This design comes from an exercise in tuning for small area on the open sky130 flow, not from production work.
The RTL of this run was laid out without a check of its function.
Power is estimated from default activity; no workload was simulated.

## config.mk

```make
export PLATFORM = sky130hd
export DESIGN_NAME = the_game
export DESIGN_NICKNAME = the_game
export VERILOG_FILES = /design/flow/design.v
export SDC_FILE = /design/flow/constraint.sdc
export NUM_CORES = 8
export LEC_CHECK = 0
export ABC_AREA = 1
export ABC_CLOCK_PERIOD_IN_PS = 12000
export CAP_MARGIN = 20
export CORE_MARGIN = 2
export CORE_UTILIZATION = 60
export PLACE_DENSITY = 0.7
export SLEW_MARGIN = 20
```

## constraint.sdc

```tcl
create_clock -name core_clock -period 12.0 [get_ports {CLK}]
set_input_delay 2.4000 -clock core_clock [delete_from_list [all_inputs] [get_ports {CLK}]]
set_output_delay 2.4000 -clock core_clock [all_outputs]
set_load 0.01 [all_outputs]
```

## design.v

```verilog
module the_game(CLK, rst, stage_plus, shoot, pause, plate_move_r, plate_move_l, LightR, LightG, LightB, chooseCol, enable);
  input CLK;
  wire CLK;
  input rst;
  wire rst;
  input stage_plus;
  wire stage_plus;
  input shoot;
  wire shoot;
  input pause;
  wire pause;
  input plate_move_r;
  wire plate_move_r;
  input plate_move_l;
  wire plate_move_l;
  output [7:0] LightR;
  wire [7:0] LightR;
  output [7:0] LightG;
  wire [7:0] LightG;
  output [7:0] LightB;
  wire [7:0] LightB;
  output [2:0] chooseCol;
  reg [2:0] chooseCol;
  output enable;
  wire enable;
  wire [3:0] _000_;
  wire [3:0] _001_;
  wire _002_;
  wire _003_;
  wire _004_;
  wire _005_;
  wire _006_;
  wire _007_;
  wire _008_;
  wire _009_;
  wire _010_;
  wire _011_;
  wire _012_;
  wire _013_;
  wire _014_;
  wire _015_;
  wire _016_;
  wire _017_;
  wire _018_;
  wire _019_;
  wire _020_;
  wire _021_;
  wire _022_;
  wire _023_;
  wire _024_;
  wire _025_;
  wire _026_;
  wire _027_;
  wire _028_;
  wire _029_;
  wire _030_;
  wire _031_;
  wire _032_;
  wire _033_;
  wire _034_;
  wire _035_;
  wire _036_;
  wire _037_;
  wire _038_;
  wire _039_;
  wire _040_;
  wire _041_;
  wire _042_;
  wire _043_;
  wire _044_;
  wire _045_;
  wire _046_;
  wire _047_;
  wire _048_;
  wire _049_;
  wire _050_;
  wire _051_;
  wire _052_;
  wire _053_;
  wire _054_;
  wire _055_;
  wire _056_;
  wire _057_;
  wire _058_;
  wire _059_;
  wire _060_;
  wire _061_;
  wire _062_;
  wire _063_;
  wire _064_;
  wire _065_;
  wire _066_;
  wire _067_;
  wire _068_;
  wire _069_;
  wire _070_;
  wire _071_;
  wire _072_;
  wire _073_;
  wire _074_;
  wire _075_;
  wire _076_;
  wire _077_;
  wire _078_;
  wire _079_;
  wire _080_;
  wire _081_;
  wire _082_;
  wire _083_;
  wire _084_;
  wire _085_;
  wire _086_;
  wire _087_;
  wire _088_;
  wire _089_;
  wire _090_;
  wire _091_;
  wire _092_;
  wire _093_;
  wire _094_;
  wire _095_;
  wire _096_;
  wire _097_;
  wire _098_;
  wire _099_;
  wire _100_;
  wire _101_;
  wire _102_;
  wire _103_;
  wire _104_;
  wire _105_;
  wire _106_;
  wire _107_;
  wire _108_;
  wire _109_;
  wire _110_;
  wire _111_;
  wire _112_;
  wire _113_;
  wire _114_;
  wire _115_;
  wire _116_;
  wire _117_;
  wire _118_;
  wire _119_;
  wire _120_;
  wire _121_;
  wire _122_;
  wire _123_;
  wire _124_;
  wire _125_;
  wire _126_;
  wire _127_;
  wire _128_;
  wire _129_;
  wire _130_;
  wire _131_;
  wire _132_;
  wire _133_;
  wire _134_;
  wire _135_;
  wire _136_;
  wire _137_;
  wire _138_;
  wire _139_;
  wire _140_;
  wire _141_;
  wire _142_;
  wire _143_;
  wire _144_;
  wire _145_;
  wire _146_;
  wire _147_;
  wire _148_;
  wire _149_;
  wire _150_;
  wire _151_;
  wire _152_;
  wire _153_;
  wire _154_;
  wire _155_;
  wire _156_;
  wire _157_;
  wire _158_;
  wire _159_;
  wire _160_;
  wire _161_;
  wire _162_;
  wire _163_;
  wire _164_;
  wire _165_;
  wire _166_;
  wire _167_;
  wire _168_;
  wire _169_;
  wire _170_;
  wire _171_;
  wire _172_;
  wire _173_;
  wire _174_;
  wire _175_;
  wire _176_;
  wire _177_;
  wire _178_;
  wire _179_;
  wire _180_;
  wire _181_;
  wire _182_;
  wire _183_;
  wire _184_;
  wire _185_;
  wire _186_;
  wire _187_;
  wire _188_;
  wire _189_;
  wire _190_;
  wire _191_;
  wire _192_;
  wire _193_;
  wire _194_;
  wire _195_;
  wire _196_;
  wire _197_;
  wire _198_;
  wire _199_;
  wire _200_;
  wire _201_;
  wire _202_;
  wire _203_;
  wire _204_;
  wire _205_;
  wire _206_;
  wire _207_;
  wire _208_;
  wire _209_;
  wire _210_;
  wire _211_;
  wire _212_;
  wire _213_;
  wire _214_;
  wire _215_;
  wire _216_;
  wire _217_;
  wire _218_;
  wire _219_;
  wire _220_;
  wire _221_;
  wire _222_;
  wire _223_;
  wire _224_;
  wire _225_;
  wire _226_;
  wire _227_;
  wire _228_;
  wire _229_;
  wire _230_;
  wire _231_;
  wire _232_;
  wire _233_;
  wire _234_;
  wire _235_;
  wire _236_;
  wire _237_;
  wire _238_;
  wire _239_;
  wire _240_;
  wire _241_;
  wire _242_;
  wire _243_;
  wire _244_;
  wire _245_;
  wire _246_;
  wire _247_;
  wire _248_;
  wire _249_;
  wire _250_;
  wire _251_;
  wire _252_;
  wire _253_;
  wire _254_;
  wire _255_;
  wire _256_;
  wire _257_;
  wire _258_;
  wire _259_;
  wire _260_;
  wire _261_;
  wire _262_;
  wire _263_;
  wire _264_;
  wire _265_;
  wire _266_;
  wire _267_;
  wire _268_;
  wire _269_;
  wire _270_;
  wire _271_;
  wire _272_;
  wire _273_;
  wire _274_;
  wire _275_;
  wire _276_;
  wire _277_;
  wire _278_;
  wire _279_;
  wire _280_;
  wire _281_;
  wire _282_;
  wire _283_;
  wire _284_;
  wire _285_;
  wire _286_;
  wire _287_;
  wire _288_;
  wire _289_;
  wire _290_;
  wire _291_;
  wire _292_;
  wire _293_;
  wire _294_;
  wire _295_;
  wire _296_;
  wire _297_;
  wire _298_;
  wire _299_;
  wire _300_;
  wire _301_;
  wire _302_;
  wire _303_;
  wire _304_;
  wire _305_;
  wire _306_;
  wire _307_;
  wire _308_;
  wire _309_;
  wire _310_;
  wire _311_;
  wire _312_;
  wire _313_;
  wire _314_;
  wire _315_;
  wire _316_;
  wire _317_;
  wire _318_;
  wire _319_;
  wire _320_;
  wire _321_;
  wire _322_;
  wire _323_;
  wire _324_;
  wire _325_;
  wire _326_;
  wire _327_;
  wire _328_;
  wire _329_;
  wire _330_;
  wire _331_;
  wire _332_;
  wire _333_;
  wire _334_;
  wire _335_;
  wire _336_;
  wire _337_;
  wire _338_;
  wire _339_;
  wire _340_;
  wire _341_;
  wire _342_;
  wire _343_;
  wire _344_;
  wire _345_;
  wire _346_;
  wire _347_;
  wire _348_;
  wire _349_;
  wire _350_;
  wire _351_;
  wire _352_;
  wire _353_;
  wire _354_;
  wire _355_;
  wire _356_;
  wire _357_;
  wire _358_;
  wire _359_;
  wire _360_;
  wire _361_;
  wire _362_;
  wire _363_;
  wire _364_;
  wire _365_;
  wire _366_;
  wire _367_;
  wire _368_;
  wire _369_;
  wire _370_;
  wire _371_;
  wire _372_;
  wire _373_;
  wire _374_;
  wire _375_;
  wire _376_;
  wire _377_;
  wire _378_;
  wire _379_;
  wire _380_;
  wire _381_;
  wire _382_;
  wire _383_;
  wire _384_;
  wire _385_;
  wire _386_;
  wire _387_;
  wire _388_;
  wire _389_;
  wire _390_;
  wire _391_;
  wire _392_;
  wire _393_;
  wire _394_;
  wire _395_;
  wire _396_;
  wire _397_;
  wire _398_;
  wire _399_;
  wire _400_;
  wire _401_;
  wire _402_;
  wire _403_;
  wire _404_;
  wire _405_;
  wire _406_;
  wire _407_;
  wire _408_;
  reg [3:0] \E[0] ;
  reg [3:0] \E[1] ;
  reg [3:0] \E[2] ;
  reg [3:0] \E[3] ;
  reg [3:0] \E[4] ;
  reg [3:0] \E[5] ;
  reg [3:0] \E[6] ;
  reg [3:0] \E[7] ;
  reg [3:0] \R[0] ;
  reg [3:0] \R[1] ;
  reg [3:0] \R[2] ;
  reg [3:0] \R[3] ;
  reg [3:0] \R[4] ;
  reg [3:0] \R[5] ;
  reg [3:0] \R[6] ;
  reg [3:0] \R[7] ;
  wire [4:0] XO;
  wire [4:0] XS;
  reg [3:0] ball_x;
  reg [3:0] ball_y;
  reg cDS;
  reg cS;
  reg cUO;
  reg cUS;
  reg cV;
  reg [7:0] gc;
  reg gt;
  reg [2:0] h1c;
  reg [1:0] h1r;
  reg h1v;
  reg [2:0] h2c;
  reg [1:0] h2r;
  reg h2v;
  reg lp;
  reg [2:0] ms;
  reg [5:0] pc;
  reg [2:0] plate_xl;
  reg pt;
  wire scan;
  reg shot;
  reg started;
  wire tick;
  reg [2:0] tmp_x;
  wire [5:0] u;
  assign _064_ = ~ball_x[2];
  assign _065_ = ~ms[0];
  assign _066_ = shot & ~(lp);
  assign _067_ = _066_ & ~(_065_);
  assign _068_ = ~(ms[2] | ms[1]);
  assign _069_ = _068_ & _067_;
  assign _070_ = ball_x[0] | ball_x[1];
  assign _071_ = ~(_070_ | _069_);
  assign _072_ = _071_ ^ _064_;
  assign _073_ = _064_ & ~(_070_);
  assign _074_ = ~(ball_x[2] & ball_x[1]);
  assign _075_ = ball_x[0] & ~(_074_);
  assign _076_ = _065_ ? _073_ : _075_;
  assign _077_ = _076_ & ~(ball_x[3]);
  assign _078_ = ms[2] & ~(ms[1]);
  assign _079_ = _078_ & _066_;
  assign _080_ = _079_ & _077_;
  assign _081_ = ~(_080_ | _072_);
  assign _082_ = _069_ | ball_x[0];
  assign _083_ = _082_ ^ ball_x[1];
  assign _084_ = ~(_083_ | _080_);
  assign _085_ = ~_084_;
  assign _086_ = ~(_075_ & ms[0]);
  assign _087_ = ~((_086_ & ball_x[3]) | _077_);
  assign _088_ = ball_y[2] & ~(ball_y[3]);
  assign _089_ = ball_y[0] & ball_y[1];
  assign _090_ = _089_ & _088_;
  assign _091_ = cV & ~(ball_x[3]);
  assign _092_ = ~_091_;
  assign _093_ = _092_ & ~(_090_);
  assign _094_ = cDS & ~(_093_);
  assign _095_ = ~((_093_ & cUS) | cS);
  assign _096_ = _094_ | ~(_095_);
  assign _097_ = ~((_096_ & _087_) | (_090_ & _077_));
  assign _098_ = ~_066_;
  assign _099_ = ms[0] & ms[1];
  assign _100_ = _099_ & ~(ms[2]);
  assign _101_ = _100_ & ~(_098_);
  assign _102_ = ~_101_;
  assign _103_ = ~ms[1];
  assign _104_ = _066_ & ~(_103_);
  assign _105_ = ~(ms[2] | ms[0]);
  assign _106_ = ~(_105_ & _104_);
  assign _107_ = _097_ ? _102_ : _106_;
  assign _108_ = ball_y[0] & ~(ball_y[1]);
  assign _109_ = ~(ball_y[2] | ball_y[3]);
  assign _110_ = ~(_109_ & _108_);
  assign _111_ = _069_ & ~(_110_);
  assign _112_ = ~_111_;
  assign _113_ = ball_y[1] & ~(ball_y[0]);
  assign _114_ = ~(_113_ & _109_);
  assign _115_ = _114_ | ~(_079_);
  assign _116_ = _073_ & ~(_069_);
  assign _117_ = _080_ | ball_x[3];
  assign _118_ = _117_ ^ _116_;
  assign _119_ = ~((_115_ & _112_) | _118_);
  assign _120_ = plate_xl[1] & ~(_084_);
  assign _121_ = _081_ ^ plate_xl[2];
  assign _122_ = _121_ ^ _120_;
  assign _123_ = _119_ & ~(_122_);
  assign _124_ = _069_ ^ ball_x[0];
  assign _125_ = ~(_124_ & plate_xl[0]);
  assign _126_ = _084_ & ~(plate_xl[1]);
  assign _127_ = ~(_126_ | _120_);
  assign _128_ = _127_ ^ _125_;
  assign _129_ = _123_ & ~(_128_);
  assign _034_ = ~plate_xl[0];
  assign _130_ = _124_ ^ _034_;
  assign _131_ = _123_ & ~(_130_);
  assign _132_ = ~(_131_ | _129_);
  assign _133_ = ~_124_;
  assign _134_ = _124_ & ~(plate_xl[1]);
  assign _135_ = ~((_134_ & _085_) | (_126_ & _133_));
  assign _136_ = ~((_135_ | _132_) & (_107_ | _085_));
  assign _019_ = _136_ ^ _081_;
  assign _137_ = _107_ ^ _085_;
  assign _138_ = _124_ ^ plate_xl[1];
  assign _018_ = _132_ ? _137_ : _138_;
  assign _017_ = _123_ ? _034_ : _133_;
  assign _139_ = ~_104_;
  assign _140_ = ~_093_;
  assign _141_ = cS | ~(cUS);
  assign _142_ = ~(cUO & cS);
  assign _143_ = _142_ | _075_;
  assign _144_ = _143_ | _073_;
  assign _145_ = ~(_144_ & _141_);
  assign _146_ = ~((_145_ & _087_) | _140_);
  assign _147_ = _146_ | _139_;
  assign _148_ = ~ms[2];
  assign _149_ = _066_ & ~(_148_);
  assign _150_ = ~_067_;
  assign _151_ = ~((_092_ | _065_) & _068_);
  assign _152_ = ~((_151_ & _066_) | (_093_ & _150_));
  assign _153_ = ~(_152_ | _149_);
  assign _154_ = _153_ & _147_;
  assign _155_ = ~(ball_y[0] | ball_y[1]);
  assign _156_ = _154_ ? _089_ : _155_;
  assign _023_ = _156_ ^ ball_y[2];
  assign _157_ = ~(_155_ | _089_);
  assign _158_ = _157_ ^ _154_;
  assign _022_ = ~(_158_ & _132_);
  assign _021_ = _132_ & ~(ball_y[0]);
  assign _159_ = plate_move_l | ~(plate_xl[1]);
  assign _160_ = plate_xl[1] | ~(plate_move_l);
  assign _161_ = _160_ & _159_;
  assign _035_ = _161_ ^ _034_;
  assign _162_ = pause | ~(_131_);
  assign _163_ = ~shot;
  assign _164_ = ms[2] | pause;
  assign _165_ = _164_ | _146_;
  assign _166_ = ~(ms[0] | ms[1]);
  assign _167_ = ~(_166_ | _099_);
  assign _168_ = ~((_167_ & _163_) | (_165_ & _104_));
  assign _038_ = ~(_168_ & _162_);
  assign _169_ = lp | ~(ms[0]);
  assign _170_ = _169_ | _148_;
  assign _171_ = ~(_152_ | _111_);
  assign _172_ = ~((_170_ | _080_) & _171_);
  assign _173_ = _107_ & ~(_172_);
  assign _174_ = _173_ & ~(_131_);
  assign _175_ = pause | ~(shot);
  assign _176_ = _175_ | _129_;
  assign _177_ = ~((_067_ & pause) | (_065_ & _163_));
  assign _037_ = ~((_176_ | _174_) & _177_);
  assign _178_ = ball_x[0] ^ ball_x[1];
  assign _179_ = ~_178_;
  assign _180_ = _101_ ^ ball_x[1];
  assign _181_ = _179_ & ~(_180_);
  assign XS[2] = _181_ ^ ball_x[2];
  assign _043_ = ~ball_y[0];
  assign _182_ = _164_ | ~(_104_);
  assign _183_ = _087_ & ~(_182_);
  assign _184_ = _183_ & cS;
  assign _045_ = _184_ ^ _043_;
  assign _185_ = shoot & ~(pause);
  assign _186_ = _175_ & ~(_185_);
  assign _187_ = _186_ | _092_;
  assign _188_ = ~(_187_ | _111_);
  assign _189_ = ~(_090_ | _149_);
  assign _190_ = ~((_189_ | _069_) & _188_);
  assign _191_ = _178_ ^ _101_;
  assign _041_ = _190_ ? _191_ : ball_x[1];
  assign XO[0] = ~ball_x[0];
  assign _040_ = _190_ ^ ball_x[0];
  assign _192_ = ~(chooseCol[2] ^ ball_x[2]);
  assign _193_ = chooseCol[1] & chooseCol[0];
  assign _194_ = ~(chooseCol[1] | chooseCol[0]);
  assign _195_ = ~(_194_ | _193_);
  assign _196_ = ~(chooseCol[0] ^ ball_x[0]);
  assign _197_ = ~_196_;
  assign _198_ = ~(_197_ & _195_);
  assign _199_ = _192_ & ~(_198_);
  assign _200_ = ~((_192_ & _179_) | _196_);
  assign _201_ = ~_195_;
  assign _202_ = ~((_192_ | _179_) & _201_);
  assign _203_ = _200_ & ~(_202_);
  assign _204_ = ~_199_;
  assign _205_ = ~_203_;
  assign _015_ = _180_ ? _204_ : _205_;
  assign _016_ = ~((_203_ | _199_) & _015_);
  assign XS[1] = ~_191_;
  assign _206_ = chooseCol[1] ^ ball_x[1];
  assign _207_ = ~(_196_ & _192_);
  assign _014_ = _207_ | _206_;
  assign _208_ = ~(_109_ & _089_);
  assign _209_ = ball_x[3] | ~(started);
  assign _210_ = _209_ | _014_;
  assign LightG[3] = _210_ | _208_;
  assign LightG[2] = _210_ | _114_;
  assign LightG[1] = _210_ | _110_;
  assign _211_ = ~(_155_ & _109_);
  assign LightG[0] = _211_ | _210_;
  assign _212_ = ~(lp | shot);
  assign _213_ = ~_212_;
  assign _214_ = h1c[1] & ~(chooseCol[1]);
  assign _215_ = h1c[0] ^ chooseCol[0];
  assign _216_ = _215_ | _214_;
  assign _217_ = ~chooseCol[2];
  assign _218_ = ~((h1c[2] | _217_) & h1v);
  assign _219_ = ~chooseCol[1];
  assign _220_ = ~h1c[2];
  assign _221_ = ~((_220_ | chooseCol[2]) & (h1c[1] | _219_));
  assign _222_ = _221_ | _218_;
  assign _223_ = _222_ | _216_;
  assign _224_ = _223_ | h1r[0];
  assign _225_ = h1r[1] & ~(_224_);
  assign _226_ = ~_225_;
  assign _227_ = ~chooseCol[0];
  assign _228_ = ~((h2c[1] & _219_) | (h2c[0] & _227_));
  assign _229_ = ~((h2c[0] | _227_) & _228_);
  assign _230_ = ~((h2c[2] | _217_) & h2v);
  assign _231_ = ~h2c[2];
  assign _232_ = ~((_231_ | chooseCol[2]) & (h2c[1] | _219_));
  assign _233_ = _232_ | _230_;
  assign _234_ = _233_ | _229_;
  assign _235_ = _234_ | h2r[0];
  assign _236_ = h2r[1] & ~(_235_);
  assign _237_ = \R[0] [2] | lp;
  assign _238_ = ~(_237_ | _236_);
  assign _239_ = ~(chooseCol[2] & chooseCol[1]);
  assign _240_ = _100_ & ~(_239_);
  assign _241_ = ~_240_;
  assign _242_ = ~(ms[2] & ms[1]);
  assign _243_ = _068_ | ~(_242_);
  assign _244_ = chooseCol[2] | chooseCol[1];
  assign _245_ = _244_ & _239_;
  assign _246_ = ~(_245_ & _195_);
  assign _247_ = _243_ & ~(_246_);
  assign _248_ = ms[2] & ~(_247_);
  assign _249_ = ~((ms[2] & chooseCol[2]) | chooseCol[0]);
  assign _250_ = _249_ & ~(ms[0]);
  assign _251_ = ~(_250_ & _248_);
  assign _252_ = _245_ ^ ms[0];
  assign _253_ = _068_ & ~(_252_);
  assign _254_ = ~((chooseCol[1] & _227_) | ms[0]);
  assign _255_ = ~(_078_ & chooseCol[2]);
  assign _256_ = ~((_255_ | _254_) & lp);
  assign _257_ = _256_ | _253_;
  assign _258_ = _251_ & ~(_257_);
  assign _259_ = ~((_258_ & _241_) | (_238_ & _226_));
  assign _260_ = _213_ & ~(_259_);
  assign LightB[6] = ~_260_;
  assign _261_ = _234_ | ~(h2r[0]);
  assign _262_ = _261_ | h2r[1];
  assign _263_ = _251_ | _219_;
  assign _264_ = ~lp;
  assign _265_ = chooseCol[2] & ms[0];
  assign _266_ = _078_ & ~(_194_);
  assign _267_ = ~((_266_ & _265_) | _264_);
  assign _268_ = _255_ & ~(_099_);
  assign _269_ = _265_ | ~(_194_);
  assign _270_ = _239_ | _242_;
  assign _271_ = _270_ & ~(_100_);
  assign _272_ = ~((_271_ | _227_) & (_269_ | _268_));
  assign _273_ = _272_ | ~(_267_);
  assign _274_ = ~((_253_ & _201_) | _273_);
  assign _275_ = ~h1r[1];
  assign _276_ = h1r[0] & ~(_223_);
  assign _277_ = \R[0] [1] | lp;
  assign _278_ = ~((_276_ & _275_) | _277_);
  assign _279_ = ~((_278_ & _262_) | (_274_ & _263_));
  assign _280_ = _213_ & ~(_279_);
  assign LightB[5] = ~_280_;
  assign _281_ = _193_ | ms[1];
  assign _282_ = _281_ & ~(_248_);
  assign _283_ = ~((_193_ & chooseCol[2]) | _249_);
  assign _284_ = _099_ & ~(_283_);
  assign _285_ = _194_ & _166_;
  assign _286_ = _285_ | _256_;
  assign _287_ = ~(_286_ | _284_);
  assign _288_ = ~_287_;
  assign _289_ = ms[2] & ~(_239_);
  assign _290_ = ~(lp & ms[0]);
  assign _291_ = ~((_290_ | _289_) & (_288_ | _282_));
  assign _292_ = _248_ | ~(_244_);
  assign _293_ = ~((_292_ & _099_) | (_253_ & _201_));
  assign _294_ = _235_ | h2r[1];
  assign _295_ = _224_ | h1r[1];
  assign _296_ = \R[0] [0] | lp;
  assign _297_ = _295_ & ~(_296_);
  assign _298_ = ~((_297_ & _294_) | (_293_ & _291_));
  assign _299_ = _213_ & ~(_298_);
  assign LightB[4] = ~_299_;
  assign _300_ = u[0] & u[1];
  assign scan = _300_ & u[2];
  assign _301_ = ~scan;
  assign _302_ = ~_088_;
  assign _303_ = _210_ | _302_;
  assign _304_ = _113_ & ~(_303_);
  assign _305_ = \E[0] [2] & ~(lp);
  assign _306_ = _305_ | _304_;
  assign _000_[2] = _301_ ? \E[1] [2] : _306_;
  assign _307_ = _108_ & ~(_303_);
  assign _308_ = \E[0] [1] & ~(lp);
  assign _309_ = _308_ | _307_;
  assign _000_[1] = _301_ ? \E[1] [1] : _309_;
  assign _310_ = \E[0] [0] & ~(lp);
  assign _311_ = ~_155_;
  assign _312_ = ~(_303_ | _311_);
  assign _313_ = _312_ | _310_;
  assign _000_[0] = _301_ ? \E[1] [0] : _313_;
  assign _001_[2] = _301_ ? \R[1] [2] : _259_;
  assign _001_[1] = _301_ ? \R[1] [1] : _279_;
  assign _001_[0] = _301_ ? \R[1] [0] : _298_;
  assign _011_ = ~pc[0];
  assign _314_ = pc[1] & pc[0];
  assign _315_ = ~(pc[4] & pc[5]);
  assign _316_ = pc[2] | pc[3];
  assign _317_ = _316_ | _315_;
  assign _318_ = _314_ & ~(_317_);
  assign _013_ = ~_318_;
  assign _010_ = ~gc[0];
  assign _319_ = gc[1] & gc[0];
  assign _320_ = _319_ | gc[2];
  assign _321_ = ~(gc[3] & gc[0]);
  assign _322_ = ~(gc[6] & gc[7]);
  assign _323_ = gc[4] | gc[5];
  assign _324_ = _323_ | _322_;
  assign _325_ = _324_ | _321_;
  assign _012_ = _325_ | _320_;
  assign _029_ = ~gt;
  assign tick = _029_ & ~(_012_);
  assign _326_ = ~_305_;
  assign LightG[6] = ~((_326_ & _260_) | _304_);
  assign _327_ = ~_308_;
  assign LightG[5] = ~((_327_ & _280_) | _307_);
  assign _328_ = _310_ | ~(_299_);
  assign LightG[4] = _328_ & ~(_312_);
  assign _007_ = rst | ~(_012_);
  assign _008_ = _318_ | rst;
  assign _329_ = ~((_132_ | pause) & _149_);
  assign _330_ = _099_ ^ _148_;
  assign _331_ = ~((_330_ | shot) & (_147_ | pause));
  assign _039_ = _331_ | ~(_329_);
  assign _332_ = ~plate_xl[2];
  assign _333_ = ~(plate_xl[1] | plate_xl[0]);
  assign _334_ = ~((_333_ | _332_) & plate_move_r);
  assign _335_ = _334_ & ~(plate_move_l);
  assign _336_ = ~(_333_ & plate_move_l);
  assign _337_ = _318_ & ~(pt);
  assign _338_ = ~((_336_ | plate_xl[2]) & _337_);
  assign _003_ = ~(_338_ | _335_);
  assign _339_ = ~((_139_ | _148_) & _112_);
  assign _340_ = _186_ | ~(tick);
  assign _004_ = ~((_339_ & _132_) | _340_);
  assign _341_ = _066_ & ~(pause);
  assign _342_ = ~(_341_ & tick);
  assign _005_ = ~((_243_ & _132_) | _342_);
  assign _343_ = stage_plus & ~(pause);
  assign _344_ = _163_ & ~(_343_);
  assign _006_ = tick & ~(_344_);
  assign _345_ = plate_xl[0] ? _159_ : _160_;
  assign _036_ = _345_ ^ _332_;
  assign _346_ = ~_094_;
  assign _347_ = _094_ & ~(_157_);
  assign _348_ = ~((_347_ & _183_) | (_108_ & _346_));
  assign _349_ = _043_ & ~(_094_);
  assign _350_ = _349_ | ~(_183_);
  assign _351_ = ~((_350_ & _157_) | (_184_ & ball_y[1]));
  assign _046_ = ~((_348_ | cS) & _351_);
  assign _033_ = _183_ & _096_;
  assign _352_ = ~_069_;
  assign _353_ = _188_ & ~(_352_);
  assign _044_ = _353_ ^ _157_;
  assign _354_ = ~(_180_ & _179_);
  assign _355_ = _190_ & ~(_354_);
  assign _042_ = _355_ ^ ball_x[2];
  assign _356_ = _144_ | _090_;
  assign _357_ = _356_ | ~(_183_);
  assign _032_ = ~(_357_ & _190_);
  assign _031_ = _185_ | shot;
  assign _002_ = ~((_264_ & pause) | shot);
  assign _358_ = ~((_155_ & _088_) | (_109_ & _089_));
  assign _359_ = _043_ ? _279_ : _298_;
  assign _360_ = ~_259_;
  assign _361_ = h2r[1] & ~(_261_);
  assign _362_ = ~_361_;
  assign _363_ = \R[0] [3] | lp;
  assign _364_ = ~((_276_ & h1r[1]) | _363_);
  assign _365_ = _193_ & _078_;
  assign _366_ = _065_ ? _068_ : _365_;
  assign _367_ = ~(_366_ | _247_);
  assign _368_ = ~((_367_ & _287_) | (_364_ & _362_));
  assign _369_ = ~_368_;
  assign _370_ = ~((_369_ & _113_) | (_360_ & _108_));
  assign _028_ = ~((_370_ | _302_) & (_359_ | _358_));
  assign _371_ = ~(_154_ & _089_);
  assign _372_ = _311_ | _154_;
  assign _373_ = ball_y[2] ? _371_ : _372_;
  assign _024_ = ~(_373_ ^ ball_y[3]);
  assign _374_ = ~_090_;
  assign _375_ = ~(_157_ & _088_);
  assign _027_ = ~((_375_ | _359_) & (_259_ | _374_));
  assign _376_ = _298_ | _311_;
  assign _377_ = _108_ & ~(_279_);
  assign _378_ = _113_ & ~(_259_);
  assign _379_ = ~((_369_ & _089_) | _378_);
  assign _380_ = _379_ & ~(_377_);
  assign _026_ = ~((_380_ & _376_) | _302_);
  assign _025_ = _352_ ? _028_ : _027_;
  assign _381_ = ball_x[2] ^ ball_x[1];
  assign _382_ = _136_ & ~(_381_);
  assign _020_ = _382_ ^ _118_;
  assign LightB[7] = _368_ | _212_;
  assign _383_ = \E[0] [3] & ~(lp);
  assign _384_ = _383_ | LightB[7];
  assign _385_ = _089_ & ~(_303_);
  assign LightG[7] = _384_ & ~(_385_);
  assign _386_ = chooseCol[0] & ~(tmp_x[0]);
  assign _387_ = ~_386_;
  assign _388_ = tmp_x[1] & ~(chooseCol[1]);
  assign _389_ = chooseCol[1] & ~(tmp_x[1]);
  assign _390_ = chooseCol[0] | ~(tmp_x[0]);
  assign _391_ = _390_ | _389_;
  assign _392_ = ~(tmp_x[2] ^ chooseCol[2]);
  assign _393_ = ~((_392_ & _391_) | (_388_ & _387_));
  assign _394_ = chooseCol[2] & ~(tmp_x[2]);
  assign _395_ = _388_ & ~(_394_);
  assign _396_ = ~(_389_ & _386_);
  assign _397_ = ~(_396_ & started);
  assign _398_ = _397_ | _395_;
  assign LightB[0] = _398_ | _393_;
  assign _399_ = _385_ | _383_;
  assign _000_[3] = _301_ ? \E[1] [3] : _399_;
  assign _001_[3] = _301_ ? \R[1] [3] : _368_;
  assign _400_ = _314_ & pc[2];
  assign _401_ = _400_ & pc[3];
  assign _402_ = _401_ & pc[4];
  assign _063_ = _402_ ^ pc[5];
  assign _062_ = _401_ ^ pc[4];
  assign _061_ = _400_ ^ pc[3];
  assign _060_ = _314_ ^ pc[2];
  assign _059_ = pc[1] ^ pc[0];
  assign _030_ = ~pt;
  assign _403_ = _319_ & gc[2];
  assign _404_ = _403_ & gc[3];
  assign _405_ = _404_ & gc[4];
  assign _406_ = _405_ & gc[5];
  assign _407_ = _406_ & gc[6];
  assign _058_ = _407_ ^ gc[7];
  assign _057_ = _406_ ^ gc[6];
  assign _056_ = _405_ ^ gc[5];
  assign _055_ = _404_ ^ gc[4];
  assign _054_ = _403_ ^ gc[3];
  assign _053_ = _320_ & ~(_403_);
  assign _052_ = gc[1] ^ gc[0];
  assign _408_ = ~(scan & chooseCol[0]);
  assign _051_ = _408_ ? chooseCol[2] : _245_;
  assign _050_ = ~((_408_ & _219_) | (scan & _193_));
  assign _049_ = scan ^ chooseCol[0];
  assign _048_ = _300_ ^ u[2];
  assign _047_ = u[0] ^ u[1];
  assign _009_ = ~u[0];
  always @(posedge CLK)
    if (tick) tmp_x[0] <= plate_xl[0];
  always @(posedge CLK)
    if (tick) tmp_x[1] <= plate_xl[1];
  always @(posedge CLK)
    if (tick) tmp_x[2] <= plate_xl[2];
  always @(posedge CLK)
    if (tick) h1v <= _032_;
  always @(posedge CLK)
    if (tick) h2v <= _033_;
  always @(posedge CLK)
    if (tick) h1c[0] <= _040_;
  always @(posedge CLK)
    if (tick) h1c[1] <= _041_;
  always @(posedge CLK)
    if (tick) h1c[2] <= _042_;
  always @(posedge CLK)
    if (tick) h2c[0] <= XO[0];
  always @(posedge CLK)
    if (tick) h2c[1] <= XS[1];
  always @(posedge CLK)
    if (tick) h2c[2] <= XS[2];
  always @(posedge CLK)
    if (tick) h1r[0] <= _043_;
  always @(posedge CLK)
    if (tick) h1r[1] <= _044_;
  always @(posedge CLK)
    if (tick) h2r[0] <= _045_;
  always @(posedge CLK)
    if (tick) h2r[1] <= _046_;
  always @(posedge CLK)
    if (rst) started <= 1'h0;
    else if (tick) started <= 1'h1;
  always @(posedge CLK)
    if (rst) lp <= 1'h0;
    else if (tick) lp <= _002_;
  always @(posedge CLK)
    if (rst) shot <= 1'h0;
    else if (tick) shot <= _031_;
  always @(posedge CLK)
    if (rst) ms[0] <= 1'h0;
    else if (_006_) ms[0] <= _037_;
  always @(posedge CLK)
    if (rst) ms[1] <= 1'h0;
    else if (_006_) ms[1] <= _038_;
  always @(posedge CLK)
    if (rst) ms[2] <= 1'h0;
    else if (_006_) ms[2] <= _039_;
  always @(posedge CLK)
    if (rst) ball_x[0] <= 1'h0;
    else if (_005_) ball_x[0] <= _017_;
  always @(posedge CLK)
    if (rst) ball_x[1] <= 1'h0;
    else if (_005_) ball_x[1] <= _018_;
  always @(posedge CLK)
    if (rst) ball_x[2] <= 1'h1;
    else if (_005_) ball_x[2] <= _019_;
  always @(posedge CLK)
    if (rst) ball_x[3] <= 1'h0;
    else if (_005_) ball_x[3] <= _020_;
  always @(posedge CLK)
    if (rst) ball_y[0] <= 1'h1;
    else if (_004_) ball_y[0] <= _021_;
  always @(posedge CLK)
    if (rst) ball_y[1] <= 1'h0;
    else if (_004_) ball_y[1] <= _022_;
  always @(posedge CLK)
    if (rst) ball_y[2] <= 1'h0;
    else if (_004_) ball_y[2] <= _023_;
  always @(posedge CLK)
    if (rst) ball_y[3] <= 1'h0;
    else if (_004_) ball_y[3] <= _024_;
  always @(posedge CLK)
    if (!_014_) cV <= _025_;
  always @(posedge CLK)
    if (!_015_) cS <= _026_;
  always @(posedge CLK)
    if (!_015_) cDS <= _027_;
  always @(posedge CLK)
    if (!_015_) cUS <= _028_;
  always @(posedge CLK)
    if (!_016_) cUO <= _028_;
  always @(posedge CLK)
    if (scan) \R[0] [0] <= \R[1] [0];
  always @(posedge CLK)
    if (scan) \R[0] [1] <= \R[1] [1];
  always @(posedge CLK)
    if (scan) \R[0] [2] <= \R[1] [2];
  always @(posedge CLK)
    if (scan) \R[0] [3] <= \R[1] [3];
  always @(posedge CLK)
    if (scan) \E[0] [0] <= \E[1] [0];
  always @(posedge CLK)
    if (scan) \E[0] [1] <= \E[1] [1];
  always @(posedge CLK)
    if (scan) \E[0] [2] <= \E[1] [2];
  always @(posedge CLK)
    if (scan) \E[0] [3] <= \E[1] [3];
  always @(posedge CLK)
    if (rst) plate_xl[0] <= 1'h1;
    else if (_003_) plate_xl[0] <= _034_;
  always @(posedge CLK)
    if (rst) plate_xl[1] <= 1'h1;
    else if (_003_) plate_xl[1] <= _035_;
  always @(posedge CLK)
    if (rst) plate_xl[2] <= 1'h0;
    else if (_003_) plate_xl[2] <= _036_;
  always @(posedge CLK)
    if (_008_) pc[0] <= 1'h0;
    else if (!pause) pc[0] <= _011_;
  always @(posedge CLK)
    if (_008_) pc[1] <= 1'h0;
    else if (!pause) pc[1] <= _059_;
  always @(posedge CLK)
    if (_008_) pc[2] <= 1'h0;
    else if (!pause) pc[2] <= _060_;
  always @(posedge CLK)
    if (_008_) pc[3] <= 1'h0;
    else if (!pause) pc[3] <= _061_;
  always @(posedge CLK)
    if (_008_) pc[4] <= 1'h0;
    else if (!pause) pc[4] <= _062_;
  always @(posedge CLK)
    if (_008_) pc[5] <= 1'h0;
    else if (!pause) pc[5] <= _063_;
  always @(posedge CLK)
    if (rst) pt <= 1'h0;
    else if (!_013_) pt <= _030_;
  always @(posedge CLK)
    if (_007_) gc[0] <= 1'h0;
    else if (!pause) gc[0] <= _010_;
  always @(posedge CLK)
    if (_007_) gc[1] <= 1'h0;
    else if (!pause) gc[1] <= _052_;
  always @(posedge CLK)
    if (_007_) gc[2] <= 1'h0;
    else if (!pause) gc[2] <= _053_;
  always @(posedge CLK)
    if (_007_) gc[3] <= 1'h0;
    else if (!pause) gc[3] <= _054_;
  always @(posedge CLK)
    if (_007_) gc[4] <= 1'h0;
    else if (!pause) gc[4] <= _055_;
  always @(posedge CLK)
    if (_007_) gc[5] <= 1'h0;
    else if (!pause) gc[5] <= _056_;
  always @(posedge CLK)
    if (_007_) gc[6] <= 1'h0;
    else if (!pause) gc[6] <= _057_;
  always @(posedge CLK)
    if (_007_) gc[7] <= 1'h0;
    else if (!pause) gc[7] <= _058_;
  always @(posedge CLK)
    if (rst) gt <= 1'h0;
    else if (!_012_) gt <= _029_;
  reg \u_reg[0] ;
  always @(posedge CLK)
    if (rst) \u_reg[0]  <= 1'h0;
    else \u_reg[0]  <= _009_;
  assign u[0] = \u_reg[0] ;
  reg \u_reg[1] ;
  always @(posedge CLK)
    if (rst) \u_reg[1]  <= 1'h0;
    else \u_reg[1]  <= _047_;
  assign u[1] = \u_reg[1] ;
  reg \u_reg[2] ;
  always @(posedge CLK)
    if (rst) \u_reg[2]  <= 1'h1;
    else \u_reg[2]  <= _048_;
  assign u[2] = \u_reg[2] ;
  always @(posedge CLK)
    if (rst) chooseCol[0] <= 1'h0;
    else chooseCol[0] <= _049_;
  always @(posedge CLK)
    if (rst) chooseCol[1] <= 1'h0;
    else chooseCol[1] <= _050_;
  always @(posedge CLK)
    if (rst) chooseCol[2] <= 1'h0;
    else chooseCol[2] <= _051_;
  always @(posedge CLK)
    \R[1] [0] <= \R[2] [0];
  always @(posedge CLK)
    \R[1] [1] <= \R[2] [1];
  always @(posedge CLK)
    \R[1] [2] <= \R[2] [2];
  always @(posedge CLK)
    \R[1] [3] <= \R[2] [3];
  always @(posedge CLK)
    \R[2] [0] <= \R[3] [0];
  always @(posedge CLK)
    \R[2] [1] <= \R[3] [1];
  always @(posedge CLK)
    \R[2] [2] <= \R[3] [2];
  always @(posedge CLK)
    \R[2] [3] <= \R[3] [3];
  always @(posedge CLK)
    \R[3] [0] <= \R[4] [0];
  always @(posedge CLK)
    \R[3] [1] <= \R[4] [1];
  always @(posedge CLK)
    \R[3] [2] <= \R[4] [2];
  always @(posedge CLK)
    \R[3] [3] <= \R[4] [3];
  always @(posedge CLK)
    \R[4] [0] <= \R[5] [0];
  always @(posedge CLK)
    \R[4] [1] <= \R[5] [1];
  always @(posedge CLK)
    \R[4] [2] <= \R[5] [2];
  always @(posedge CLK)
    \R[4] [3] <= \R[5] [3];
  always @(posedge CLK)
    \R[5] [0] <= \R[6] [0];
  always @(posedge CLK)
    \R[5] [1] <= \R[6] [1];
  always @(posedge CLK)
    \R[5] [2] <= \R[6] [2];
  always @(posedge CLK)
    \R[5] [3] <= \R[6] [3];
  always @(posedge CLK)
    \R[6] [0] <= \R[7] [0];
  always @(posedge CLK)
    \R[6] [1] <= \R[7] [1];
  always @(posedge CLK)
    \R[6] [2] <= \R[7] [2];
  always @(posedge CLK)
    \R[6] [3] <= \R[7] [3];
  always @(posedge CLK)
    \R[7] [0] <= _001_[0];
  always @(posedge CLK)
    \R[7] [1] <= _001_[1];
  always @(posedge CLK)
    \R[7] [2] <= _001_[2];
  always @(posedge CLK)
    \R[7] [3] <= _001_[3];
  always @(posedge CLK)
    \E[1] [0] <= \E[2] [0];
  always @(posedge CLK)
    \E[1] [1] <= \E[2] [1];
  always @(posedge CLK)
    \E[1] [2] <= \E[2] [2];
  always @(posedge CLK)
    \E[1] [3] <= \E[2] [3];
  always @(posedge CLK)
    \E[2] [0] <= \E[3] [0];
  always @(posedge CLK)
    \E[2] [1] <= \E[3] [1];
  always @(posedge CLK)
    \E[2] [2] <= \E[3] [2];
  always @(posedge CLK)
    \E[2] [3] <= \E[3] [3];
  always @(posedge CLK)
    \E[3] [0] <= \E[4] [0];
  always @(posedge CLK)
    \E[3] [1] <= \E[4] [1];
  always @(posedge CLK)
    \E[3] [2] <= \E[4] [2];
  always @(posedge CLK)
    \E[3] [3] <= \E[4] [3];
  always @(posedge CLK)
    \E[4] [0] <= \E[5] [0];
  always @(posedge CLK)
    \E[4] [1] <= \E[5] [1];
  always @(posedge CLK)
    \E[4] [2] <= \E[5] [2];
  always @(posedge CLK)
    \E[4] [3] <= \E[5] [3];
  always @(posedge CLK)
    \E[5] [0] <= \E[6] [0];
  always @(posedge CLK)
    \E[5] [1] <= \E[6] [1];
  always @(posedge CLK)
    \E[5] [2] <= \E[6] [2];
  always @(posedge CLK)
    \E[5] [3] <= \E[6] [3];
  always @(posedge CLK)
    \E[6] [0] <= \E[7] [0];
  always @(posedge CLK)
    \E[6] [1] <= \E[7] [1];
  always @(posedge CLK)
    \E[6] [2] <= \E[7] [2];
  always @(posedge CLK)
    \E[6] [3] <= \E[7] [3];
  always @(posedge CLK)
    \E[7] [0] <= _000_[0];
  always @(posedge CLK)
    \E[7] [1] <= _000_[1];
  always @(posedge CLK)
    \E[7] [2] <= _000_[2];
  always @(posedge CLK)
    \E[7] [3] <= _000_[3];
  assign XS[0] = XO[0];
  assign u[5:3] = chooseCol;
  assign enable = 1'h1;
  assign LightB[3:1] = 3'h7;
  assign LightR = { LightB[7:4], 4'hf };
endmodule
```

## flow/run.sh

```bash
#!/bin/bash
# Own layout flow: the standard synthesis, its combinational logic re-mapped
# for area (flip-flops untouched), then the standard layout with port buffers
# of buf_1 and a clock tree of clkbuf_4 without dummy loads.
set -u
R=orfs/results/sky130hd/the_game/base
LIB=$FLOW_HOME/platforms/sky130hd/lib/sky130_fd_sc_hd__tt_025C_1v80.lib
bash standard.sh synth > standard_synth.log 2>&1 || exit 1
cp $LIB lib.lib
python3 flow/prep.py lib.lib $R/1_2_yosys.v prep.v > prep.log 2>&1
if yosys -s flow/resynth.ys > resynth.log 2>&1 &&
   python3 flow/prep.py lib.lib resynth.v resynth_assigns.v > prep2.log 2>&1 &&
   yosys -s flow/equiv.ys > equiv.log 2>&1; then
	cp $R/1_2_yosys.v standard_1_2_yosys.v
	cp resynth.v $R/1_2_yosys.v
	rm -f $R/1_synth.odb
	echo "re-mapped netlist used" > resynth_used.txt
else
	echo "re-mapping failed; standard netlist kept" > resynth_used.txt
fi
rm -f lib.lib
export BUFFER_PORTS_ARGS="-buffer_cell sky130_fd_sc_hd__buf_1"
export CTS_ARGS="-sink_clustering_enable -repair_clock_nets -dont_use_dummy_load -buf_list sky130_fd_sc_hd__clkbuf_8 -sink_clustering_size 20 -sink_clustering_max_diameter 60"
bash standard.sh > standard.log 2>&1
```

## flow/equiv.ys

```
# The re-mapped netlist against the standard one, both with their cells
# written as assigns and the flip-flops modelled in ffmodels.v.
read_verilog flow/ffmodels.v
read_verilog prep.v
rename the_game gold
read_verilog resynth_assigns.v
rename the_game gate
proc
flatten gold gate
rename -hide gold/w:_*_ gate/w:_*_
opt_clean
equiv_make gold gate equiv
hierarchy -top equiv
equiv_simple
equiv_induct
equiv_status -assert
```

## flow/ffmodels.v

```verilog
module sky130_fd_sc_hd__dfxtp_1(input CLK, input D, output reg Q); always @(posedge CLK) Q <= D; endmodule
module sky130_fd_sc_hd__edfxtp_1(input CLK, input D, input DE, output reg Q); always @(posedge CLK) if (DE) Q <= D; endmodule
```

## flow/prep.py

```python
#!/usr/bin/env python3
"""Read a yosys netlist mapped to sky130_fd_sc_hd cells. Write it back with every
combinational cell replaced by an assign of its liberty function; flip-flops
(and anything without a plain function) stay as they are."""
import re, sys
lib_path, src_path, out_path = sys.argv[1:4]
lib = open(lib_path).read()

def block(text, start):
    i = start; depth = 1
    while depth:
        c = text[i]
        if c == '{': depth += 1
        elif c == '}': depth -= 1
        i += 1
    return text[start:i]

funcs = {}   # cell -> {outpin: verilog expr over pin names} for combinational cells
for m in re.finditer(r'\bcell\s*\(\s*"?(sky130_fd_sc_hd__\w+)"?\s*\)\s*\{', lib):
    body = block(lib, m.end())
    if re.search(r'\b(ff|latch|statetable)\s*\(', body):
        continue
    outs = {}
    ok = True
    for pm in re.finditer(r'(?<![\w])pin\s*\(\s*"?(\w+)"?\s*\)\s*\{', body):
        pb = block(body, pm.end())
        d = re.search(r'direction\s*:\s*"?(\w+)', pb)
        if d and d.group(1) == 'output':
            f = re.search(r'function\s*:\s*"([^"]+)"', pb)
            if not f: ok = False; break
            e = f.group(1).replace('!', '~').replace('*', '&').replace('+', '|')
            e = re.sub(r'(\w|\))\s+(?=[\w(~])', r'\1 & ', e)
            outs[pm.group(1)] = e
    if ok and outs:
        funcs[m.group(1)] = outs

src = open(src_path).read()
inst_re = re.compile(r'^\s*(sky130_fd_sc_hd__\w+)\s+(\S+)\s*\((.*?)\);', re.S | re.M)
out = []
pos = 0
n_conv = 0
for m in inst_re.finditer(src):
    cell, name, conns = m.group(1), m.group(2), m.group(3)
    if cell not in funcs:
        continue
    pins = dict(re.findall(r'\.(\w+)\s*\(\s*(.*?)\s*\)\s*(?:,|$)', conns.strip(), re.S))
    text = ''
    for o, e in funcs[cell].items():
        if o not in pins or pins[o] == '':
            continue
        expr = re.sub(r'\b([A-Z]\w*)\b', lambda mm: '(' + pins[mm.group(1)] + ' )' if mm.group(1) in pins else mm.group(0), e)
        text += '  assign %s = %s;\n' % (pins[o] + ' ', expr)
    out.append(src[pos:m.start()])
    out.append(text)
    pos = m.end()
    n_conv += 1
out.append(src[pos:])
open(out_path, 'w').write(''.join(out))
print('converted', n_conv, 'cells', file=sys.stderr)
```

## flow/resynth.ys

```
# Re-map the combinational logic of the standard synthesis netlist (prep.v:
# its combinational cells written as assigns, its flip-flops kept as they are)
# with an area-oriented ABC script.
read_liberty -lib lib.lib
read_verilog prep.v
hierarchy -top the_game
proc
opt_clean
techmap
opt -fast
abc -liberty lib.lib -dont_use sky130_fd_sc_hd__probe_p_8 -dont_use sky130_fd_sc_hd__probec_p_8 -dont_use sky130_fd_sc_hd__lpflow_* -dont_use sky130_fd_sc_hd__ha_* -dont_use sky130_fd_sc_hd__fa_* -script +strash;dch,-f;amap;topo
opt_clean -purge
hilomap -singleton -hicell sky130_fd_sc_hd__conb_1 HI -locell sky130_fd_sc_hd__conb_1 LO
insbuf -buf sky130_fd_sc_hd__buf_4 A X
opt_clean -purge
stat -liberty lib.lib
check -assert -mapped
write_verilog -noattr -nohex -nodec resynth.v
```

## standard.sh

```bash
#!/bin/bash
# synth_recipe.tcl (not shown) runs the flow's synth.tcl, then flattens the netlist and writes it again
# the make line also repeats each setting of config.mk as NAME=value (left out here)
make -C /OpenROAD-flow-scripts/flow DESIGN_CONFIG=/design/flow/config.mk WORK_HOME=/design/flow/orfs CLKGATE_MAP_FILE= SYNTH_SCRIPT=/design/flow/synth_recipe.tcl "${@:-finish}"
```

==> notes.md <==
-- through the flow --
| stage | setup WS, ns | utilization [%] | instances | hold slack, ns |
|---|---|---|---|---|
| 6_report | 6.19 | 66.6 | 720 | 0.311 |
| 5_1_grt | 5.84 | 66.6 | 720 | 0.315 |
| 4_1_cts | 6.27 | 66.6 | 720 | 0.313 |
| 3_5_place_dp | 6.70 | 63.7 | 703 | 0.312 |
| 3_3_place_gp | 6.75 | 63.7 | 703 | 0.309 |
| 2_1_floorplan | 7.32 | - | 583 | 0.310 |
-- per-layer routing --
layer / vias to the layer above / GRT usage (%) / routed length (um)
li1: 2116 / - / -
met1: 1990 / 38.3 / 5450
met2: 182 / 40.7 / 5280
met5: - / 0 / 0
met3: 28 / 7.05 / 887
met4: 0 / 11.0 / 270
-- area by class of cell --
| class | count | area share [%] |
|---|---|---|
| multi-input cells | 386 | 36.9 |
| inverters | 61 | 4.19 |
| clock buffers | 17 | 4.28 |
| well taps | 105 | 2.40 |
| repair buffers | 28 | 2.06 |
| flip-flops and latches | 123 | 50.1 |
-- placed cells by master, fill, tap and decap left out, types with 7 or more instances in the layout --
cell type  count
nor3_1        22
or3_1         10
o22a_1         8
nand3_1        8
a31oi_1        7
dfxtp_1       95
nor2_1       110
nand2_1       46
o21ai_0       39
buf_1         26
clkbuf_8      17
conb_1         8
a21oi_1       30
a211oi_1      15
edfxtp_1      28
o22ai_1       16
clkinv_1      61
-- path summary, 6_finish.rpt --
check               startpoint        end  depth (start not counted)
setup / recovery  chooseCol[0]  LightG[4]                         12
hold / removal         R[6][2]    R[5][2]                          0
hold reg to reg        R[6][2]    R[5][2]                          0
setup reg to reg          shot  ball_y[3]                         14
-- power by group through the flow --
| stage | Clock (mW) | Sequential, mW | Combinational, mW |
|---|---|---|---|
| 2_1_floorplan | 0 | 0.477 | 0.0187 |
| 3_3_place_gp | 0 | 0.480 | 0.0244 |
| 3_5_place_dp | 0 | 0.483 | 0.0248 |
| 4_1_cts | 0.260 | 0.475 | 0.0249 |
| 5_1_grt | 0.277 | 0.477 | 0.0289 |
| 6_report | 0.255 | 0.474 | 0.0253 |
==> metrics.md <==
| Metric | Value |
|---|---|
| Vias in the first global route | around 3,800 |
| Drt total wl | 11,900 um |
| Power Total | 754 uW |
| Port Buffers | 26 |
| DR iter-0 viols | 320 |
| Cells after Synth | 576 |
| Post_cts resized | 0 |
| Clk sinks | roughly 120 |
| DRT Pass-1 Iters | 5 |
| Post-synthesis cell area | 0.00506 mm^2 |
| Net switching power | 160 uW |
| Kind of critical path | register to output pin |
| Worst EP arrival | between 3 and 4 ns |
| Via density | around 6 |
| Area of the multi-input gates | 0.00202 mm^2 |
| Reg power frac | 62.8% |
| Achievable frequency | 172 MHz |
| Initial antenna violation count | 0 |
| Synth-to-Final Area Change | 8.03% |
| Cts bufs inserted | 17 |
| Reg area | 0.00274 mm^2 |
| CTS tree | built |
| Layout cell share with drive strength beyond 1 | 3.09% |
| Worst path cell trace | clkinv_1, o21ai_0, clkinv_1, nor3_1, nor2_1, o21ai_0, nand3_1, o41ai_1, o21ai_0, nor2_1, nor2_1, buf_1 |
| # DRC | 0 |
| Wire per inst | about 17 um |
| Final setup viols | 0 |
| Setup TNS | 0 ns |
| Largest registers | E (32), R (32), gc (8) |
| Combinational Power Share | under 10% |
| MaxCap Viol Count | 0 |
| RSZ-0062 raised after global routing | false |
| Peak VDD IR | 0.0845 mV |
| Root Driver | clkbuf_8 |
| Worst Path Required | approximately 9.6 ns |
| Clock Skews | 0.0391 ns |
| Via count | 4,316 |
| Setup Buffers After CTS | 0 |
| Slowest CP cell | o21ai_0 |
| Hold Violations, Final | 0 |
| Worst-path clk slew | 0.08 ns |
| Final net count | 624 |
| Int Pwr | 595 uW |
| DP Wirelength | approximately 8800 um |
| Die area | 0.00919 mm^2 |
| Crit end category | output pin |
| Core ar. | around 0.0082 mm^2 |
| Largest net degree at the start of global routing | 24 |
| CTS Hold Buffers Added | 0 |
| Worst-Skew Late Latency | 0.43 ns |
| Fin crit period | 5.81 ns |
| Fillers | 682 |
| Worst slew margin | 39.6% |
| Final GP Congestion | 1.09 |
| Clk buf depth | 2 |
| CTS H-tree lvls | 4 |
| Hold Path Class | register to register |
| Clk pwr share | 33.8% |
| Leak pwr | 1.87 nW |
| Placed inst area | 0.00524 mm^2 |
| Buf/Inv on CP | 3 |
| Design area | 0.00547 mm^2 |
| Power Dens Cells | 138 mW/mm^2 |
| Diode count | 0 |
| Worst Max-Slew Pin Slew | 0.900 ns |
| Routed Antenna Nets | 0 |
| Syn Area/Cell | 8.79 um^2 |
| Die Ht | 95.9 um |
| Outcome | timing/DRC/antenna clean |
| Top Family by Delay on Critical Path | compound AO/OA/AOI/OAI gates |
| CP max FO | 15 |
| Setup crit start kind | register |
| Sw frac | about a fifth |
| Max-slew violation count | 0 |
| Tcrit/Tclk final | 48.4% |
| Row count | 33 |
| Io pins | 35 |
| Gr usage total | between 20% and 30% |
| GR Overflow Total | 0 |
| CP max stage delay | 0.53 ns |
| Initial core utilization | approximately three fifths |
| Global-route wire length before repair | around 19,000 um |
| Setup slack, reg-to-reg | 6.93 ns |
| Chip width | 95.9 um |
| Yosys warns | 1 |

separate check: timing with driven ports:
How much do the figures lean on ideal ports? The routed layout below was timed once more, with nothing changed but the port constraints. Step 1: set_driving_cell puts a clkbuf_16 on CLK and a buf_2 on each other input, an assumption about the parent block. Step 2 also shifts input and output timing later by t, the mid clock arrival at the registers, as if the neighbouring blocks saw the same clock. Three values: ideal ports, drivers, drivers and shift; two values: the first two.
shift t [ns]: 0.440
slack for setup (ns): 6.192 / 6.158 / 6.598
worst slew at a driven data input, ns: 0.03
After both steps this run still meets setup and hold. The setup slack of this run moves by -0.034 ns with the drivers and by +0.406 ns with both steps.
